Background: an optimization exercise with open tools, aiming at small area, a short achievable clock period and few clock cycles. Do not read the settings as production practice. Only simulation tests tie the RTL to the original design; equivalence was not proved. The clock port is modelled as an ideal driver; clocking choices that lean on that would not hold on a real chip. No activity file was given, so power comes from the tool's default toggle rates.

== job 101 ==
Design fnn_imgclsfctn, start of the top module:
module fnn_imgclsfctn (
    input          clk,
    input          reset,
    input  [27:0]  input_image,
    output         nxt_inp,
    output [3:0]   outp,
    output         outp_valid,
    output [9:0]   w_addr,
    input  [159:0] w_data
);
    localparam S_INIT = 2'd3;   
    localparam S_B   = 2'd0;    
    localparam S_PIX = 2'd1;    
    localparam S_OUT = 2'd2;    
    reg [1:0]  state;
    reg [3:0]  kcnt;            
    reg [3:0]  icnt;            
    reg [27:0] cur;
    reg [9:0]  base;            
    reg [4:0]  rows;            
    reg        take;
    reg [9:0]  addr_r;
    reg        t0_bias, t0_pix, t0_c, t0_last;
    reg [3:0]  k0, i0;
    assign nxt_inp = take;
    assign w_addr  = addr_r;
    reg [4:0] col;
    integer b;
    always @(*) begin
        col = 5'd0;
        for (b = 27; b >= 0; b = b - 1)
            if (cur[b]) col = b[4:0];
    end
    wire        have = (cur != 28'd0);
    wire        pop  = (state == S_PIX) && have;
    wire [27:0] rem  = pop ? (cur & (cur - 28'd1)) : cur;
    wire        pix_done = (state == S_PIX) && (rem == 28'd0) && (rows == 5'd28);
    reg [1:0]  state_n;
    reg [4:0]  rows_n;
    reg [27:0] cur_n;
    always @(*) begin
        state_n = state;
        case (state)
  ...
Size in the first run: roughly 2,400 cells after synthesis, roughly 380 flip-flops, roughly 210 I/O pins, ~0.023 mm2 of cells after synthesis.
==> module hidden_layer, before the edit <==
module hidden_layer (
    input              clk,
    input              clr,
    input              add,
    input      [159:0] w,          
    input      [3:0]   sel,
    output     [15:0]  h_out
);
    reg [159:0] nacc;              
    wire [159:0] acc = ~nacc;
    reg [49:0]  cy;                
    integer j, n;
    reg [15:0] a, b;
    reg [4:0]  c, co;
    reg [15:0] s;
    reg        t;
    always @(posedge clk) begin
        for (j = 0; j < 10; j = j + 1) begin
            a = clr ? 16'd0 : acc[16*j +: 16];
            b = add ? w[16*j +: 16] : 16'd0;
            c = clr ? 5'd0 : cy[5*j +: 5];
            t = 1'b0;
            for (n = 0; n < 16; n = n + 1) begin
                if (n % 3 == 0 && n > 0) begin
                    co[n/3 - 1] = t;
                    t = c[n/3 - 1];
                end
                s[n] = a[n] ^ b[n] ^ t;
                t = (a[n] & b[n]) | (a[n] & t) | (b[n] & t);
            end
            nacc[16*j +: 16] <= ~s;
            cy[5*j +: 5] <= co;
        end
    end
    integer m;
    reg [15:0] hs;
    reg [4:0]  cs;
    always @(*) begin
        hs = 16'd0;
        cs = 5'd0;
        for (m = 0; m < 10; m = m + 1)
            if (sel == m) begin
                hs = hs | acc[16*m +: 16];
                cs = cs | cy[5*m +: 5];
            end
    end
    assign h_out = hs + {cs[4], 2'd0, cs[3], 2'd0, cs[2], 2'd0, cs[1], 2'd0, cs[0], 3'd0};
endmodule
Settings: LEC_CHECK=0, CAP_MARGIN=20, CORE_MARGIN=2, CORE_UTILIZATION=60, CTS_CLUSTER_DIAMETER=100, CTS_CLUSTER_SIZE=20, SLEW_MARGIN=20; clock period 24.0 ns.
standard.sh (not shown) runs the stock make flow with config.mk's settings and CLKGATE_MAP_FILE= SYNTH_SCRIPT=/design/flow/synth_recipe.tcl, a recipe that flattens the netlist after the stock synthesis.
==> flow/flow/run.sh <==
#!/bin/bash
# The standard layout, with each port buffered by a buf_2 instead of the
# resizer's default choice (clkdlybuf4s50_1, larger and slower).
set -o pipefail
bash standard.sh "BUFFER_PORTS_ARGS=-buffer_cell sky130_fd_sc_hd__buf_2" finish > standard.log 2>&1
Testbench counts of job 101, summed over its fixed seeds: cycles 13,736.
#### Input delta (job 102 over job 101)
--- a/flow/design.v
+++ b/flow/design.v
@@ -3,51 +3,56 @@
     input              clr,
     input              add,
     input      [159:0] w,          
     input      [3:0]   sel,
     output     [15:0]  h_out
 );
-    reg [159:0] nacc;              
-    wire [159:0] acc = ~nacc;
-    reg [49:0]  cy;                
-    integer j, n;
+    reg [159:0] acc;
+    reg [29:0]  cy;                
+    function [4:0] ripple4(input [3:0] a, input [3:0] b, input ci);
+        integer n;
+        reg c;
+        begin
+            c = ci;
+            for (n = 0; n < 4; n = n + 1) begin
+                ripple4[n] = a[n] ^ b[n] ^ c;
+                c = (a[n] & b[n]) | (c & (a[n] ^ b[n]));
+            end
+            ripple4[4] = c;
+        end
+    endfunction
+    integer j, q;
     reg [15:0] a, b;
-    reg [4:0]  c, co;
-    reg [15:0] s;
-    reg        t;
+    reg [2:0]  c;
+    reg [4:0]  s;
     always @(posedge clk) begin
         for (j = 0; j < 10; j = j + 1) begin
             a = clr ? 16'd0 : acc[16*j +: 16];
             b = add ? w[16*j +: 16] : 16'd0;
-            c = clr ? 5'd0 : cy[5*j +: 5];
-            t = 1'b0;
-            for (n = 0; n < 16; n = n + 1) begin
-                if (n % 3 == 0 && n > 0) begin
-                    co[n/3 - 1] = t;
-                    t = c[n/3 - 1];
-                end
-                s[n] = a[n] ^ b[n] ^ t;
-                t = (a[n] & b[n]) | (a[n] & t) | (b[n] & t);
-            end
-            nacc[16*j +: 16] <= ~s;
-            cy[5*j +: 5] <= co;
+            c = clr ? 3'd0 : cy[3*j +: 3];
+            for (q = 0; q < 4; q = q + 1) begin
+                s = ripple4(a[4*q +: 4], b[4*q +: 4], (q == 0) ? 1'b0 : c[q-1]);
+                acc[16*j + 4*q +: 4] <= s[3:0];
+                if (q < 3)
+                    cy[3*j + q] <= s[4];
+            end
         end
     end
     integer m;
     reg [15:0] hs;
-    reg [4:0]  cs;
+    reg [2:0]  cs;
     always @(*) begin
         hs = 16'd0;
-        cs = 5'd0;
+        cs = 3'd0;
         for (m = 0; m < 10; m = m + 1)
             if (sel == m) begin
                 hs = hs | acc[16*m +: 16];
-                cs = cs | cy[5*m +: 5];
-            end
-    end
-    assign h_out = hs + {cs[4], 2'd0, cs[3], 2'd0, cs[2], 2'd0, cs[1], 2'd0, cs[0], 3'd0};
+                cs = cs | cy[3*m +: 3];
+            end
+    end
+    assign h_out = hs + {cs[2], 3'd0, cs[1], 3'd0, cs[0], 4'd0};
 endmodule
 module output_layer (
     input              clk,
     input              reset,
     input              c_in,         
     input              last_in,      
## What came out
Relative to job 101, the worst endpoint data arrival time of job 102 is higher by 5.51 ns. Job 101 ended up with register to output port as its kind of critical path; job 102 ended up with primary input to register. Of job 102 and job 101, the lower setup slack after layout belongs to job 102. Looking at growth of design area from synthesis to finish across job 102 and job 101, the one that comes out higher is job 102. The higher iteration count of the initial detailed-routing pass came out of job 101. Delta(number of nets in the finished design, job 102 - job 101) < 0. Job 102 reports its peak-usage layer in the global routing report as met2 while job 101 reports met1. Summary: with job 101 as the reference, area of the core in job 102 moved down by a few percent. Compared with job 101, job 102 shows a lower clock network power consumption.
Testbench counts of job 102, summed over its fixed seeds: cycles 13,736.

Setup of orange:
The RTL this note starts from:
==> flow/design.v <==
module hidden_layer (
    input              clk,
    input              clr,
    input              add,
    input      [159:0] w,          
    input      [3:0]   sel,
    output     [15:0]  h_out
);
    reg [159:0] nacc;              
    reg [49:0]  ncy;               
    integer j, n;
    reg [15:0] na, nb, ns;         
    reg [4:0]  nci, nco;           
    reg        nt;                 
    always @(posedge clk) begin
        for (j = 0; j < 10; j = j + 1) begin
            na = nacc[16*j +: 16] | {16{clr}};
            nb = ~(w[16*j +: 16] & {16{add}});
            nci = ncy[5*j +: 5] | {5{clr}};
            nt = 1'b1;
            for (n = 0; n < 16; n = n + 1) begin
                if (n % 3 == 0 && n > 0) begin
                    nco[n/3 - 1] = nt;
                    nt = nci[n/3 - 1];
                end
                ns[n] = na[n] ^ nb[n] ^ nt;
                nt = (na[n] & nb[n]) | (na[n] & nt) | (nb[n] & nt);
            end
            nacc[16*j +: 16] <= ns;
            ncy[5*j +: 5] <= nco;
        end
    end
    integer m;
    reg [15:0] hs;
    reg [4:0]  cs;
    always @(*) begin
        hs = 16'd0;
        cs = 5'd0;
        for (m = 0; m < 10; m = m + 1)
            if (sel == m) begin
                hs = hs | ~nacc[16*m +: 16];
                cs = cs | ~ncy[5*m +: 5];
            end
    end
    assign h_out = hs + {cs[4], 2'd0, cs[3], 2'd0, cs[2], 2'd0, cs[1], 2'd0, cs[0], 3'd0};
endmodule
module output_layer (
    input              clk,
    input              reset,
    input              c_in,         
    input              last_in,      
    input      [3:0]   k_in,         
    input      [159:0] w,
    input      [15:0]  hidden_in,    
    output reg [15:0]  node_val,     
    output reg [3:0]   node_k,
    output reg         node_en
);
    reg        c2, last2;
    reg [3:0]  k2;
    reg [15:0] fld;
    reg [7:0]  d_one, d_two, d_neg;    
    integer k;
    reg [15:0] sel;
    always @(*) begin
        sel = 16'd0;
        for (k = 0; k < 10; k = k + 1)
            if (k_in == k) sel = sel | w[16*k +: 16];
    end
    integer e;
    reg [15:0] mplr;
    reg        b2, b1, b0;
    reg [7:0]  e_one, e_two, e_neg;
    always @(*) begin
        mplr = c_in ? 16'd1 : hidden_in;
        for (e = 0; e < 8; e = e + 1) begin
            b2 = mplr[2*e+1];
            b1 = mplr[2*e];
            b0 = (e == 0) ? 1'b0 : mplr[2*e-1];
            e_one[e] = b1 ^ b0;
            e_two[e] = (b2 & ~b1 & ~b0) | (~b2 & b1 & b0);
            e_neg[e] = b2 & ~(b1 & b0);
        end
    end
    integer d;
    reg [15:0] prod_pp, prod_neg, mag;
    always @(*) begin
        prod_pp = 16'd0;
        prod_neg = 16'd0;
        for (d = 0; d < 8; d = d + 1) begin
            mag = ({16{d_one[d]}} & fld) | ({16{d_two[d]}} & {fld[14:0], 1'b0});
            prod_pp = prod_pp + ((mag ^ {16{d_neg[d]}}) << (2*d));
            prod_neg[2*d] = d_neg[d];
        end
    end
    always @(posedge clk or posedge reset) begin
        if (reset) begin
            c2 <= 1'b0;
            last2 <= 1'b0;
            node_en <= 1'b0;
        end else begin
            c2 <= c_in;
            last2 <= last_in;
            node_en <= last2;
        end
    end
    always @(posedge clk) begin
        fld <= sel;
        d_one <= e_one;
        d_two <= e_two;
        d_neg <= e_neg;
        k2 <= k_in;
        node_val <= (c2 ? 16'd0 : node_val) + prod_pp + prod_neg;
        node_k <= k2;
    end
endmodule
module hardmax (
    input              clk,
    input              reset,
    input              en,           
    input      [15:0]  val,
    input      [3:0]   k,
    output reg [3:0]   max_index,    
    output reg         max_done      
);
    reg [15:0] max_value;
    always @(posedge clk) begin
        if (en && (k == 4'd0 || val > max_value)) begin
            max_value <= val;
            max_index <= k;
        end
    end
    always @(posedge clk or posedge reset) begin
        if (reset)
            max_done <= 1'b0;
        else
            max_done <= en && (k == 4'd9);
    end
endmodule
module fnn_imgclsfctn (
    input          clk,
    input          reset,
    input  [27:0]  input_image,
    output         nxt_inp,
    output [3:0]   outp,
    output         outp_valid,
    output [9:0]   w_addr,
    input  [159:0] w_data
);
    localparam S_INIT = 2'd3;   
    localparam S_B   = 2'd0;    
    localparam S_PIX = 2'd1;    
    localparam S_OUT = 2'd2;    
    reg [1:0]  state;
    reg [3:0]  kcnt;            
    reg [3:0]  icnt;            
    reg [27:0] cur;
    reg [9:0]  base;            
    reg [4:0]  rows;            
    reg        take_o;          
    reg        ntake;           
    wire       take = !ntake;
    reg [9:0]  addr_r;
    reg        t0_bias, t0_pix, t0_c, t0_last;
    reg [3:0]  k0, i0;
    assign nxt_inp = take_o;
    assign w_addr  = addr_r;
    reg [4:0] col;
    integer b;
    always @(*) begin
        col = 5'd0;
        for (b = 27; b >= 0; b = b - 1)
            if (cur[b]) col = b[4:0];
    end
    wire        have = (cur != 28'd0);
    wire        pop  = (state == S_PIX) && have;
    wire [27:0] rem  = pop ? (cur & (cur - 28'd1)) : cur;
    wire        pix_done = (state == S_PIX) && (rem == 28'd0) && (rows == 5'd28);
    reg [1:0]  state_n;
    reg [4:0]  rows_n;
    reg [27:0] cur_n;
    always @(*) begin
        state_n = state;
        case (state)
            S_INIT:  state_n = S_B;
            S_B:     state_n = S_PIX;
            S_PIX:   if (pix_done) state_n = S_OUT;
            S_OUT:   if (icnt == 4'd10 && kcnt == 4'd9) state_n = S_B;
        endcase
        rows_n = pix_done ? 5'd0 : take ? rows + 5'd1 : rows;
        cur_n = take ? input_image : rem;
    end
    wire rem_le1 = ((rem & (rem - 28'd1)) == 28'd0);
    wire take_n = !take && (rows_n != 5'd28) &&
                  ((state == S_INIT) || (rem == 28'd0) || (rem_le1 && state_n == S_PIX));
    always @(posedge clk or posedge reset) begin
        if (reset) begin
            state <= S_INIT;
            kcnt <= 4'd0;
            icnt <= 4'd0;
            rows <= 5'd0;
            take_o <= 1'b0;
            ntake <= 1'b1;
            t0_bias <= 1'b0;
            t0_pix <= 1'b0;
            t0_c <= 1'b0;
            t0_last <= 1'b0;
        end else begin
            state <= state_n;
            rows <= rows_n;
            take_o <= take_n;
            ntake <= !take_n;
            t0_bias <= (state == S_B);
            t0_pix <= pop;
            t0_c <= (state == S_OUT) && (icnt == 4'd0);
            t0_last <= (state == S_OUT) && (icnt == 4'd10);
            if (state == S_OUT) begin
                if (icnt == 4'd10) begin
                    icnt <= 4'd0;
                    kcnt <= (kcnt == 4'd9) ? 4'd0 : kcnt + 4'd1;
                end else
                    icnt <= icnt + 4'd1;
            end
        end
    end
    always @(posedge clk) begin
        cur <= cur_n;
        if (take)
            base <= (rows == 5'd0) ? 10'd0 : base + 10'd28;
        case (state)
            S_PIX:   addr_r <= base + {5'd0, col};
            S_OUT:   addr_r <= (icnt == 4'd0) ? 10'd795 : 10'd784 + {6'd0, icnt};
            default: addr_r <= 10'd784;
        endcase
        k0 <= kcnt;
        i0 <= icnt - 4'd1;
    end
    reg       t1_bias, t1_pix, t1_c, t1_last;
    reg [3:0] k1, i1;
    always @(posedge clk or posedge reset) begin
        if (reset) begin
            t1_bias <= 1'b0;
            t1_pix <= 1'b0;
            t1_c <= 1'b0;
            t1_last <= 1'b0;
        end else begin
            t1_bias <= t0_bias;
            t1_pix <= t0_pix;
            t1_c <= t0_c;
            t1_last <= t0_last;
        end
    end
    always @(posedge clk) begin
        k1 <= k0;
        i1 <= i0;
    end
    wire [15:0]  h_val;
    wire [15:0]  node_val;
    wire [3:0]   node_k;
    wire         node_en;
    hidden_layer u_hidden (
        .clk(clk),
        .clr(t1_bias),
        .add(t1_bias | t1_pix),
        .w(w_data),
        .sel(i1),
        .h_out(h_val)
    );
    output_layer u_output (
        .clk(clk),
        .reset(reset),
        .c_in(t1_c),
        .last_in(t1_last),
        .k_in(k1),
        .w(w_data),
        .hidden_in(h_val),
        .node_val(node_val),
        .node_k(node_k),
        .node_en(node_en)
    );
    hardmax u_hardmax (
        .clk(clk),
        .reset(reset),
        .en(node_en),
        .val(node_val),
        .k(node_k),
        .max_index(outp),
        .max_done(outp_valid)
    );
endmodule
Settings: LEC_CHECK=0, CAP_MARGIN=20, CORE_MARGIN=2, CORE_UTILIZATION=60, CTS_CLUSTER_DIAMETER=100, CTS_CLUSTER_SIZE=20, SLEW_MARGIN=20; clock period 24.0 ns.
==> flow/flow/run.sh <==
#!/bin/bash
# The standard layout, with two changes:
#  - each port is buffered by a buf_1 instead of the resizer's default
#    choice (clkdlybuf4s50_1, larger and slower);
#  - after clock tree synthesis, the resizer swaps the inputs of gates with
#    interchangeable inputs (pin swapping only: no cell is added, removed or
#    resized) so that the latest signals use the fastest pins, on the paths
#    longer than 5.85 ns; then the standard flow goes on from there.
set -eo pipefail
PORTS="BUFFER_PORTS_ARGS=-buffer_cell sky130_fd_sc_hd__buf_1"
bash standard.sh "$PORTS" cts > standard_to_cts.log 2>&1
RES=$PWD/orfs/results/$FLOW_PLATFORM/fnn_imgclsfctn/base
RES=$RES openroad -exit flow/swap_pins.tcl > swap_pins.log 2>&1
bash standard.sh "$PORTS" finish > standard_to_finish.log 2>&1
==> flow/flow/swap_pins.tcl <==
# Pin swapping on the layout after clock tree synthesis (4_cts.odb), in place.
set P $::env(FLOW_HOME)/platforms/$::env(FLOW_PLATFORM)
read_liberty $P/lib/sky130_fd_sc_hd__tt_025C_1v80.lib
read_db $::env(RES)/4_cts.odb
read_sdc $::env(RES)/4_cts.sdc
source $P/setRC.tcl
set_propagated_clock [all_clocks]
estimate_parasitics -placement
puts "worst setup slack before: [worst_slack -max]"
repair_timing -setup -setup_margin [expr {$::env(FLOW_PERIOD_NS) - 5.85}] -sequence swap -verbose
estimate_parasitics -placement
puts "worst setup slack after: [worst_slack -max]"
write_db $::env(RES)/4_cts.odb
orange completed end to end with timing, DRC and antenna clean.
Testbench counts of orange, summed over its fixed seeds: cycles 13,736.
> inputs changed (orange -> red)
diff --git a/flow/design.v b/flow/design.v
--- a/flow/design.v
+++ b/flow/design.v
@@ -154,19 +154,17 @@
     reg [1:0]  state;
     reg [3:0]  kcnt;            
     reg [3:0]  icnt;            
     reg [27:0] cur;
     reg [9:0]  base;            
     reg [4:0]  rows;            
-    reg        take_o;          
-    reg        ntake;           
-    wire       take = !ntake;
+    reg        take;
     reg [9:0]  addr_r;
     reg        t0_bias, t0_pix, t0_c, t0_last;
     reg [3:0]  k0, i0;
-    assign nxt_inp = take_o;
+    assign nxt_inp = take;
     assign w_addr  = addr_r;
     reg [4:0] col;
     integer b;
     always @(*) begin
         col = 5'd0;
         for (b = 27; b >= 0; b = b - 1)
@@ -196,23 +194,21 @@
     always @(posedge clk or posedge reset) begin
         if (reset) begin
             state <= S_INIT;
             kcnt <= 4'd0;
             icnt <= 4'd0;
             rows <= 5'd0;
-            take_o <= 1'b0;
-            ntake <= 1'b1;
+            take <= 1'b0;
             t0_bias <= 1'b0;
             t0_pix <= 1'b0;
             t0_c <= 1'b0;
             t0_last <= 1'b0;
         end else begin
             state <= state_n;
             rows <= rows_n;
-            take_o <= take_n;
-            ntake <= !take_n;
+            take <= take_n;
             t0_bias <= (state == S_B);
             t0_pix <= pop;
             t0_c <= (state == S_OUT) && (icnt == 4'd0);
             t0_last <= (state == S_OUT) && (icnt == 4'd10);
             if (state == S_OUT) begin
                 if (icnt == 4'd10) begin
### Flow results
- red reached the end of the flow, and the finished layout is clean on the timing, design-rule and antenna checks.
- Vias: red fewer than orange
- Measured against each other, orange and red differ in synthesized cell count, the lower figure coming from orange.
- When red is set beside orange, its final instance area turns out to be 1.1% smaller.
- Re final critical path time including I/O delays and setup: orange and red aren't equal, and the lower value belongs to red.
- Summary — initial standard-cell utilization of the core, red relative to orange: higher, by 0.68 points.
Testbench counts of red, summed over its fixed seeds: cycles 13,736.

## separate check: timing with driven ports
The results above use ideal ports. As a check the final layouts listed here were re-extracted and re-timed, cells and wires unchanged.
Step 1, drivers: a clkbuf_16 drives clk and a buf_2 each remaining input, both assumed.
Step 2 adds t to the input delays and takes it off the output delays; t is the mean of the earliest and latest rising clock arrival at the registers after step 1. Input paths then give back, and output paths get back, about the clock's delay inside the block.
Slacks: ideal / step 1 / step 2; pairs: ideal / step 1.
run | t (ns) | setup WS [ns] | worst setup path after step 2
job 101 | 0.617 | 18.052 / 17.997 / 17.511 | input to register
job 102 | 0.605 | 17.841 / 17.863 / 17.258 | input to register
orange | 0.609 | 18.053 / 18.071 / 17.465 | input to register
red | 0.607 | 18.083 / 18.030 / 17.523 | input to register
After both steps setup and hold are still met in every run listed. For orange, which loses most, drivers alone change the setup slack by +0.018 ns; drivers and shift together by -0.588 ns.
